Source: an optimization exercise on an open RTL-to-GDS flow (aim: small area, a short achievable clock period and few clock cycles). Production flows keep margins and buffers that such runs may drop. No run shown here included a check of the RTL's function; only the layout flow was run. No activity file was given, so power comes from the tool's default toggle rates.

==> design.v <==
module huffman(clk, reset, gray_valid, gray_data, CNT_valid, CNT1, CNT2, CNT3, CNT4, CNT5, CNT6,code_valid, HC1, HC2, HC3, HC4, HC5, HC6, M1, M2, M3, M4, M5, M6);
input clk;
input reset;
input gray_valid;
input [7:0] gray_data;
output reg CNT_valid;
output [7:0] CNT1, CNT2, CNT3, CNT4, CNT5, CNT6;
output reg code_valid;
output [7:0] HC1, HC2, HC3, HC4, HC5, HC6;
output [7:0] M1, M2, M3, M4, M5, M6;
integer i;
function lt7;
	input [6:0] a, b;
	reg [6:0] l, g;
	reg l10, g10, l32, g32, l54, g54, l30, g30, l64, g64;
	begin
		l = ~a & b;
		g = a & ~b;
		l10 = l[1] | (~g[1] & l[0]);	g10 = g[1] | (~l[1] & g[0]);
		l32 = l[3] | (~g[3] & l[2]);	g32 = g[3] | (~l[3] & g[2]);
		l54 = l[5] | (~g[5] & l[4]);	g54 = g[5] | (~l[5] & g[4]);
		l30 = l32 | (~g32 & l10);	g30 = g32 | (~l32 & g10);
		l64 = l[6] | (~g[6] & l54);	g64 = g[6] | (~l[6] & g54);
		lt7 = l64 | (~g64 & l30);
	end
endfunction
reg [3:0] st;
reg mv;
reg srt, slast, mrg;
wire img_end = (st == 4'd1) & ~gray_valid;
wire [3:0] st_n = (st == 4'd0) ? {3'd0, gray_valid} :
		(st == 4'd1) ? (gray_valid ? 4'd1 : 4'd2) :
		(st == 4'd12) ? 4'd12 : (mv ? st + 4'd1 : st);
always @(posedge clk or posedge reset)
	if (reset) begin
		st <= 4'd0;
		mv <= 1'b0;
		srt <= 1'b0;
		slast <= 1'b0;
		mrg <= 1'b0;
		CNT_valid <= 1'b0;
		code_valid <= 1'b0;
	end else begin
		st <= st_n;
		mv <= img_end | ((srt | mrg) & (~mv | (st_n == 4'd11)));
		srt <= (st_n >= 4'd2) & (st_n <= 4'd6);
		slast <= (st_n == 4'd6);
		mrg <= (st_n >= 4'd7) & (st_n <= 4'd11);
		CNT_valid <= img_end;
		code_valid <= (st == 4'd11) & mv;
	end
reg [6:0] Q [0:5];
assign CNT1 = {1'b0, Q[5]};
assign CNT2 = {1'b0, Q[0]};
assign CNT3 = {1'b0, Q[1]};
assign CNT4 = {1'b0, Q[2]};
assign CNT5 = {1'b0, Q[3]};
assign CNT6 = {1'b0, Q[4]};
wire [5:1] unsorted = {1'b0, st <= 4'd2, st <= 4'd3, st <= 4'd4, st <= 4'd5};
wire [5:1] lt_c;
genvar g;
generate
	for (g = 1; g < 6; g = g + 1) begin : cmp
		assign lt_c[g] = unsorted[g] | lt7(Q[g], Q[0]);
	end
endgenerate
reg [5:1] lt_r;
always @(posedge clk or posedge reset)
	if (reset)
		lt_r <= 5'd0;
	else
		lt_r <= lt_c;
wire [7:0] lt = {2'b00, lt_r, 1'b1};
wire [6:0] addA = Q[0] + Q[1];
wire [6:0] addB = Q[1] + Q[2];
wire [6:0] S = (addA & {7{~lt[2]}}) | (addB & {7{lt[2]}});
wire [5:0] inc;
assign inc[0] = gray_valid & (gray_data[2:0] == 3'd2);
assign inc[1] = gray_valid & (gray_data[2:0] == 3'd3);
assign inc[2] = gray_valid & (gray_data[2:0] == 3'd4);
assign inc[3] = gray_valid & (gray_data[2:0] == 3'd5);
assign inc[4] = gray_valid & (gray_data[2:0] == 3'd6);
assign inc[5] = gray_valid & (gray_data[2:0] == 3'd1);
wire sm = mv & srt & ~slast;
wire mm = mv & (slast | mrg);
reg [6:0] Qn [0:5];
reg [6:0] Qc [0:5];
reg selB, selC, selD;
always @(*) begin
	for (i = 0; i < 6; i = i + 1)
		Qc[i] = Q[i] + {6'd0, inc[i]};
	selB = sm & lt[1];
	Qn[0] = (Qc[0] & {7{~(selB | mm)}}) | (Q[1] & {7{selB}}) | (S & {7{mm}});
	for (i = 1; i < 5; i = i + 1) begin
		selB = (sm & lt[i+1]) | (mm & ~lt[i+2] & ~lt[i+1]);
		selC = mm & lt[i+2];
		selD = (sm & ~lt[i+1] & lt[i]) | (mm & ~lt[i+2] & lt[i+1]);
		Qn[i] = (Qc[i] & {7{~(selB | selC | selD)}}) | (Q[(i+1)%6] & {7{selB}})
			| (Q[(i+2)%6] & {7{selC}}) | (Q[0] & {7{selD}});
	end
	selD = sm & lt[5];
	Qn[5] = (Qc[5] & {7{~(selD | mm)}}) | (Q[0] & {7{selD}}) | {7{mm}};
end
always @(posedge clk or posedge reset)
	if (reset) begin
		for (i = 0; i < 6; i = i + 1)
			Q[i] <= 7'd0;
	end else begin
		for (i = 0; i < 6; i = i + 1)
			Q[i] <= Qn[i];
	end
wire [2:0] ins = {lt[4], lt[2] & ~lt[4], (lt[1] & ~lt[2]) | (lt[3] & ~lt[4]) | lt[5]};
function [2:0] place;
	input [2:0] m;
	place = (m == 3'd0) ? 3'd0 : (m == 3'd1) ? 3'd5 : m - 3'd1;
endfunction
reg [2:0] nv [0:7];
always @(*) begin
	if (mm) begin
		nv[0] = place(ins);
		for (i = 1; i < 5; i = i + 1)
			nv[i] = lt[i] ? place(i - 1) : place(i);
		nv[5] = slast ? (lt[5] ? place(4) : place(5)) : place(ins);
	end else if (sm) begin
		nv[0] = ins;
		for (i = 1; i < 6; i = i + 1)
			nv[i] = lt[i] ? i - 1 : i;
	end else begin
		for (i = 0; i < 6; i = i + 1)
			nv[i] = i;
	end
	nv[6] = 3'd6;
	nv[7] = 3'd7;
end
reg [2:0] P [0:5];
reg [4:0] T [0:5];
reg [4:0] H [0:5];
reg lo, hi;
always @(posedge clk or posedge reset)
	if (reset) begin
		P[0] <= 3'd5;
		for (i = 1; i < 6; i = i + 1)
			P[i] <= i - 1;
		for (i = 0; i < 6; i = i + 1) begin
			T[i] <= 5'd0;
			H[i] <= 5'd0;
		end
	end else begin
		for (i = 0; i < 6; i = i + 1) begin
			P[i] <= nv[P[i]];
			lo = mv & mrg & (P[i] == 3'd0);
			hi = mv & mrg & (P[i] == 3'd5);
			T[i] <= T[i] | ({5{lo | hi}} & {T[i][3:0], 1'b1});
			H[i] <= H[i] | ({5{lo}} & {T[i][3:0], 1'b1} & ~T[i]);
		end
	end
assign HC1 = {3'b0, H[0]};	assign M1 = {3'b0, T[0][4:1], 1'b1};
assign HC2 = {3'b0, H[1]};	assign M2 = {3'b0, T[1][4:1], 1'b1};
assign HC3 = {3'b0, H[2]};	assign M3 = {3'b0, T[2][4:1], 1'b1};
assign HC4 = {3'b0, H[3]};	assign M4 = {3'b0, T[3][4:1], 1'b1};
assign HC5 = {3'b0, H[4]};	assign M5 = {3'b0, T[4][4:1], 1'b1};
assign HC6 = {3'b0, H[5]};	assign M6 = {3'b0, T[5][4:1], 1'b1};
endmodule
==> flow/run.sh <==
#!/bin/bash
# Own flow: the standard synthesis and layout (standard.sh), with the
# port buffers made of the smallest plain buffer cell. The make output goes
# to layout.log here.
set -euo pipefail
bash standard.sh BUFFER_PORTS_ARGS="-buffer_cell sky130_fd_sc_hd__buf_1" finish > "$PWD/layout.log" 2>&1
==> standard.sh <==
#!/bin/bash
# synth_recipe.tcl (not shown) runs the flow's synth.tcl, then flattens the netlist and writes it again
# the make line also repeats each setting of config.mk as NAME=value (left out here)
make -C /OpenROAD-flow-scripts/flow DESIGN_CONFIG=/design/flow/config.mk WORK_HOME=/design/flow/orfs CLKGATE_MAP_FILE= SYNTH_SCRIPT=/design/flow/synth_recipe.tcl "${@:-finish}"
==> config.mk <==
export PLATFORM = sky130hd
export DESIGN_NAME = huffman
export DESIGN_NICKNAME = huffman
export VERILOG_FILES = /design/flow/design.v
export SDC_FILE = /design/flow/constraint.sdc
export NUM_CORES = 4
export LEC_CHECK = 0
export CAP_MARGIN = 20
export CORE_MARGIN = 2
export CORE_UTILIZATION = 40
export SETUP_SLACK_MARGIN = 3.0
export SLEW_MARGIN = 20
==> constraint.sdc <==
create_clock -name core_clock -period 5.0 [get_ports {clk}]
set_input_delay 1.0000 -clock core_clock [delete_from_list [all_inputs] [get_ports {clk}]]
set_output_delay 1.0000 -clock core_clock [all_outputs]
set_load 0.01 [all_outputs]
==> metrics.md, run 1 <==
| Metric | Value |
|---|---|
| Post-synth EDFFs | 0 |
| Number of global-route vias before repair | 7773 |
| Routability Congestion | between 0.8 and 0.9 |
| Synth cell count leaders | dfrtp_1 (128), nand2_1 (113), inv_1 (78), buf_4 (76), nor2_1 (61) |
| CP Data Required Time | 5.31 ns |
| Max Used Layer | met4 |
| Number of synthesized register bits | ~140 |
| TritonCTS clock tree | yes |
| WL met3 | 1.798 mm |
| Detailed Routing Iterations Pass 1 | 9 |
| Top-area cell type share of the netlist area | 0.3542 |
| Worst Path Buf+Inv | 2 |
| Register Area | 0.003460 mm² |
| Slew HR | 0.4803 |
| Pins Over Slew Limit | 0 |
| Final min period | 2.349 ns |
| Iteration-0 DRC Markers | just over 700 |
| Crit path max-delay cell type | dfrtp_2 |
| Die area | 0.02383 mm² |
| # setup viols final | 0 |
| Worst-Margin Slew | roughly 0.78 ns |
| Max incr delay on CP | 0.40 ns |
| Routed len/inst | 18.62 µm |
| Total clock buffers created by CTS | 17 |
| Wl on met1 | roughly 12 mm |
| Register area share after synthesis | 0.3745 |
| Kind of start point of the critical path | register |
| Most frequent cell after synthesis | dfrtp_1 |
| Num ports | roughly 160 |
| Distinct cells, synth | 73 |
| Antenna Nets Post-Route | 0 |
| Root buf cell | clkbuf_16 |
| Skew-Pair Late Insertion Delay | approximately 0.44 ns |
| Largest net degree at the start of global routing | 90 |
| GRT Overall Usage | 0.2261 |
| Clock Skew | between 0.01 and 0.015 ns |
| DR vias | around 8400 |
| Cells after Synth | approximately 1000 |
| Synthesized area per cell | 8.858 µm² |
| Die Ht | between 150 and 200 µm |
| Setup crit end kind | register |
| First-pass GRT wire length | ~42 mm |
| Post-CTS Hold Fix Bufs | 0 |
| Yosys top cell by area | dfrtp_1 |
| Layout area overhead | 31.54% |
| Layout cells sized above 1 | 0.3402 |
| Drt drc | 0 |
| Clock transition at the registers of the reported paths | approximately 0.06 ns |
| Worst-case vdd ir drop | about 0.36 mV |
| Layout Nets | about 1300 |
| Filler Cells Inserted | around 2000 |
| Initial core utilization | 0.4031 |
| Status | timing/DRC/antenna clean |
| Critical path class | reg2reg |
| Area of the multi-input gates | approximately 0.0054 mm² |
| Async SR Flop Fraction | 1.000 |
| Vias per cell | approximately 5.6 |
| Sink Count | 135 |
| Syn Std Cell Area | ~0.0090 mm² |
| Die X | roughly 150 µm |
| CP Cell Sequence | and2b_2, nor3_4, inv_1, ha_2, nor2b_4, or3_4, a21oi_4, buf_12, o221ai_2, o22a_1 |
| H-tree Lvls | 4 |
| PD cells | about 570 mW/mm² |
| Remaining Overflow, GRT | 0 |
| Core area | between 0.02 and 0.025 mm² |
| Diode count | 0 |
| Clock tree buffer depth | 2 |
| Period utilization | 0.4699 |
| Metal2 WL | 13.08 mm |
| Family with the most delay on the worst path | simple AND/OR/NAND/NOR gates |
| CP arrival | roughly 2.7 ns |
| DP Wirelength | between 15 and 20 mm |
| Port-buffer cells | just over 100 |
| Final WL | approximately 28 mm |
| Fin Setup TNS | 0 ns |
| Hold crit path type | reg2reg |
| Ys flop type | dfrtp_1 |
| Highest clock rate | 425.6 MHz |
| Leakage power | between 5 and 6 nW |
| CP Max Fanout | 5 |
| Power Total | around 6.8 mW |
| Antenna violations before repair | 0 |
| Yosys warns | 8 |
| Synth area leaders | dfrtp_1 (35%), buf_4 (6.3%), ha_1 (5.8%) |
| Number of max-cap violations | 0 |
| Core Rows | 55 |
| Final hold violation count | 0 |
| Unrepaired setup endpoints after global routing | true |
[state kept, by name, summed over array words and instances (netlist names)]
signal and flops:
Q 42, H 30, T 30, P 18, lt_r 5, st 4
CNT_valid 1, code_valid 1, mrg 1, mv 1, slast 1, srt 1
[kinds of logic after synthesis]
family	after synthesis	share of synthesized area
flops	135	0.3745
simple gates	307	0.1595
buf+inv	204	0.1176
xor+xnor	45	0.04358
compound gates	272	0.2276
other cells	2	0.0008304
mux	4	0.004566
fa+ha+maj	52	0.07180
[layout by cell type (no fill, tap or decap), types with 20 or more instances in the layout]
cell,Yosys,routed
dfrtp_2,0,49
a21oi_1,38,35
xnor2_1,26,26
dfrtp_1,128,76
buf_4,76,112
clkbuf_2,0,20
conb_1,2,48
nor2_1,61,53
inv_1,78,72
buf_6,0,40
nand3_1,34,22
buf_1,0,50
o21ai_0,37,32
ha_1,42,20
a222oi_1,25,25
nand2_1,113,106
[worst paths after layout]
path / to / slack [ns] / from / depth (start not counted)
setup / recovery: P[1][0]$_DFF_PP0_ / 2.65 / lt_r[3]$_DFF_PP0_ / 10
hold / removal: H[4][0]$_DFF_PP0_ / 0.45 / H[4][0]$_DFF_PP0_ / 1
setup reg to reg: P[1][0]$_DFF_PP0_ / 2.65 / lt_r[3]$_DFF_PP0_ / 10
hold reg to reg: H[4][0]$_DFF_PP0_ / 0.45 / H[4][0]$_DFF_PP0_ / 1
max in group asynchronous: Q[4][4]$_DFF_PP0_ / 3.62 / reset / 3
min in group asynchronous: H[2][4]$_DFF_PP0_ / 0.55 / reset / 2
[routing by layer]
metal,track usage,vias to the layer above
met5,0,-
met3,0.04371,79
met4,0.1107,0
met1,0.2949,4083
li1,-,3885
met2,0.3619,355
[timing repair]
item                                    in CTS  in global routing
endpoints found under the setup margin     116                112
resized for setup                          177                 96
setup buffers                              104                 22
pin swaps                                   48                 33
[worst register-to-register path, delay by kind of cell (launching register included)]
| family | cells | cell delay (ns) |
|---|---|---|
| buffers and inverters | 2 | 0.22 |
| and+or+nand+nor | 4 | 0.93 |
| AOI/OAI and AO/OA | 3 | 0.50 |
| adders and majority gates | 1 | 0.18 |
| DFF | 1 | 0.40 |
[cell type report]
cell class,count,area share
flip-flops and latches,135,0.2908
multi-input cells,728,0.4571
well taps,285,0.02997
repair buffers,234,0.1449
inverters,79,0.02650
clock buffers,17,0.03576
clock inverters,15,0.01493
[report_power, final]
part           internal, mW  switching (mW)
logic                  1.81            1.89
registers              1.44           0.385
clock network         0.756           0.555
[through the flow]
step / instances / setup slack, ns / cell area, µm² / util / hold slack [ns]
floorplan: 1067 / 2.327 / 9417 / - / 0.4410
global placement: 1334 / 2.048 / 9429 / 0.4203 / 0.4388
detailed placement: 1334 / 2.050 / 9429 / 0.4203 / 0.4438
CTS: 1470 / 2.758 / 11370 / 0.5070 / 0.4580
global route: 1493 / 2.598 / 11900 / 0.5303 / 0.4680
finish: 1493 / 2.651 / 11900 / 0.5303 / 0.4531
==> run 2, diff against run 1 <==
--- a/config.mk
+++ b/config.mk
@@ -8,5 +8,5 @@
 export CAP_MARGIN = 20
 export CORE_MARGIN = 2
 export CORE_UTILIZATION = 40
-export SETUP_SLACK_MARGIN = 3.0
+export SETUP_SLACK_MARGIN = 2.8
 export SLEW_MARGIN = 20
==> run 2 against run 1 <==
Effect of this change: hold slack better by 0.0057 ns; cell area fell by 11%; global-route usage is 1.6 points lower; total power decreased by 15%; routed wire length decreased by 8.7%; synthesized cell count is the same; clock-buffer cell count unchanged; clock power is 8% lower; sequential power increased by 12%; first-iteration DRC count shrank 9.1%; non-clock buffer count shrank 88; sequential share of layout area grew 3.4 points; critical endpoint unchanged.
==> metrics.md, run 2 <==
| Metric | Value |
|---|---|
| Status | timing/DRC/antenna clean |
| Largest net degree at the start of global routing | between 100 and 150 |
| Antenna violations before repair | 0 |
| Diode count | 0 |
| Area of the multi-input gates | approximately 0.0051 mm² |
| RR Startpoint | lt_r[4]$_DFF_PP0_ |
| Core area | roughly 0.022 mm² |
| Synth cell count leaders | dfrtp_1 (128), nand2_1 (113), inv_1 (78), buf_4 (76), nor2_1 (61) |
| Unrepaired setup endpoints after global routing | true |
| Fin Setup TNS | 0 ns |
| Critical path class | reg2reg |
| Port-buffer cells | 103 |
| Async SR Flop Fraction | 1.000 |
| Sink Count | ~140 |
| Final WL | roughly 25 mm |
| Clock Skew | 0.009401 ns |
| Distinct cells, synth | 73 |
| Die area | ~0.024 mm² |
| Number of global-route vias before repair | around 7300 |
| Filler Cells Inserted | ~2200 |
| CP Cell Sequence | buf_4, nand2b_1, ha_2, nor2b_4, or3_4, a21oi_4, buf_12, o221ai_4, o22a_1 |
| PD cells | approximately 550 mW/mm² |
| Yosys warns | 8 |
| Pins Over Slew Limit | 0 |
| Top-area cell type share of the netlist area | 0.3542 |
| Die Ht | ~150 µm |
| Most frequent cells in the layout | nand2_1 (111), dfrtp_1 (103), buf_1 (98) |
| Leakage power | 4.540 nW |
| H-tree Lvls | 4 |
| Clock transition at the registers of the reported paths | roughly 0.070 ns |
| Hold depth | 2 |
| Crit path max-delay cell type | dfrtp_2 |
| Routability Congestion | approximately 0.83 |
| Drt drc | 0 |
| Reg2Reg Capture Point | P[1][0]$_DFF_PP0_ |
| Remaining Overflow, GRT | 0 |
| Biggest register | Q |
| Die X | ~150 µm |
| Post-synth EDFFs | 0 |
| Skew-Pair Late Insertion Delay | 0.43 ns |
| Layout cells sized above 1 | 0.1830 |
| Max reg flops | 42 |
| Number of max-cap violations | 0 |
| Antenna Nets Post-Route | 0 |
| Final setup margin | approximately 2.7 ns |
| Biggest regs | Q: 42 flops, H: 30 flops, T: 30 flops |
| Final min period | between 2 and 2.5 ns |
| Kind of start point of the critical path | register |
| Dpl ws | 1.911 ns |
| Core Rows | 55 |
| R2R Setup Slk | 2.70 ns |
| Layout Nets | around 1200 |
| TritonCTS clock tree | yes |
| Most frequent cell after synthesis | dfrtp_1 |
| Final hold violation count | 0 |
| Root buf cell | clkbuf_16 |
| DR vias | ~7800 |
| DP Wirelength | between 15 and 20 mm |
| Max incr delay on CP | 0.41 ns |
| CP Max Fanout | 11 |
| Setup crit end kind | register |
| Num ports | around 160 |
| First-pass GRT wire length | between 30 and 40 mm |
| Final Hold Slack | ~0.46 ns |
| Synth area leaders | dfrtp_1 (35%), buf_4 (6.3%), ha_1 (5.8%) |
| Period utilization | 0.4592 |
| GRT Overall Usage | 0.2101 |
| Commonest non-fill, non-tap cell in the layout | nand2_1 |
| Reg2Reg Depth | 9 |
| Power Total | about 5.8 mW |
| Slew HR | 0.4924 |
| Hold_sp | H[1][4]$_DFF_PP0_ |
| Hold endpoint | H[1][4]$_DFF_PP0_ |
| Yosys top cell by area | dfrtp_1 |
| Syn Std Cell Area | 0.009044 mm² |
| Number of synthesized register bits | ~140 |
| Vias per cell | approximately 5.6 |
| Synthesized area per cell | between 8 and 9 µm² |
| Highest clock rate | between 400 and 500 MHz |
| Layout area overhead | 16.49% |
| Fin cells | 1405 |
| Worst Path Buf+Inv | 2 |
| Worst-Margin Slew | 0.7563 ns |
| Hold crit path type | reg2reg |
| Worst-case vdd ir drop | between 0.3 and 0.4 mV |
| Placed Instances | 1334 |
| Register Area | approximately 0.0034 mm² |
| Routed len/inst | about 18 µm |
| Total clock buffers created by CTS | 17 |
| Family with the most delay on the worst path | simple AND/OR/NAND/NOR gates |
| CP arrival | 2.61 ns |
| Post-CTS Hold Fix Bufs | 0 |
| Clock tree buffer depth | 2 |
| Cells after Synth | a little over 1000 |
| Detailed Routing Iterations Pass 1 | 8 |
| # setup viols final | 0 |
| CP Data Required Time | about 5.3 ns |
| Initial core utilization | 0.4031 |
| Iteration-0 DRC Markers | between 600 and 700 |
| Register area share after synthesis | 0.3745 |
| Ys flop type | dfrtp_1 |
[run 2: cell counts after synthesis]
No cell type changed its count.
[run 2: layout make-up]
type	instances	area share
Clock inverter	15	0.01235
Sequential cell	135	0.3252
Inverter	79	0.02993
Multi-Input combinational cell	728	0.4861
Clock buffer	17	0.04038
Timing Repair Buffer	146	0.07221
Tap cell	285	0.03385
[run 2: power by group]
part	internal, mW	total [mW]	switching, mW	leakage [nW]
sequential	1.42	2.03	0.616	1.57
clock	0.653	1.20	0.548	0.270
combinational	1.20	2.57	1.37	2.70
[run 2: timing repair]
action,CTS,global route
resized for setup,55,46
buffers inserted,32,7
pin swaps,11,17
endpoints found under the setup margin,60,50
[run 2: kinds of logic (layout without fill, tap and decap cells)]
family | count (synthesis) | count (layout) | share of synthesized area
compound gates | 272 | 272 | 0.2276
xor+xnor | 45 | 45 | 0.04358
fa+ha+maj | 52 | 52 | 0.07180
buf+inv | 204 | 257 | 0.1176
flops | 135 | 135 | 0.3745
mux | 4 | 4 | 0.004566
other cells | 2 | 48 | 0.0008304
simple gates | 307 | 307 | 0.1595
[run 2: metrics by stage]
step	utilization	instance area (µm²)
after floorplan	-	9339
after global placement	0.4168	9351
after detailed placement	0.4168	9351
after CTS	0.4601	10320
after global routing	0.4696	10540
final	0.4696	10540
[run 2: worst reg2reg max path: stages (launching register included)]
cell and delay (ns):
dfrtp_2 0.41, buf_4 0.18, nand2b_1 0.22, ha_2 0.22, nor2b_4 0.13, or3_4 0.37
a21oi_4 0.17, buf_12 0.15, o221ai_4 0.11, o22a_1 0.23
[run 2: per-layer routing]
metal  part of all wire  up-vias  routed length (µm)  GRT usage
met1               0.43     3750               10910     0.2763
met4              0.027        0                 678    0.07672
met3              0.067       41                1709    0.04287
li1                   -     3701                   -          -
met2               0.48      310               12070     0.3447
met5                  0        -                   0          0
[run 2: worst max path at each step]
stage	from	end	slack, ns	cells after the start
5_1_grt	lt_r[3]$_DFF_PP0_	P[0][1]$_DFF_PP0_	2.63	10
3_5_place_dp	lt_r[2]$_DFF_PP0_	P[0][1]$_DFF_PP0_	1.91	9
3_3_place_gp	lt_r[2]$_DFF_PP0_	P[1][1]$_DFF_PP0_	1.94	9
2_1_floorplan	reset	CNT_valid$_DFF_PP0_	2.33	1
6_report	lt_r[4]$_DFF_PP0_	P[1][0]$_DFF_PP0_	2.70	9
4_1_cts	lt_r[2]$_DFF_PP0_	P[4][1]$_DFF_PP1_	2.71	8

-- separate check: timing with driven ports --
How much do the figures lean on ideal ports? The routed layouts below were timed once more, with nothing changed but the port constraints. Step 1 sets driving cells, clkbuf_16 on the clock port and buf_2 on the other inputs (assumed; they add their load-dependent delay and slew). Step 2 also shifts input and output timing later by t, the mid clock arrival at the registers, as if the neighbouring blocks saw the same clock. a / b / c = ideal / step 1 / step 2; a / b = the first two.
| run | t, ns | setup slack, ns | clock arrival spread, ns | worst slew at a driven data input, ns |
|---|---|---|---|---|
| run 1 | 0.469 | 2.651 / 2.651 / 2.386 | 0.014 / 0.014 | 0.06 |
| run 2 | 0.469 | 2.704 / 2.704 / 2.403 | 0.010 / 0.011 | 0.03 |
After both steps setup and hold are still met in every run listed. The setup slack of run 2, which loses most, moves by 0.000 ns with the drivers and by -0.301 ns with both steps.
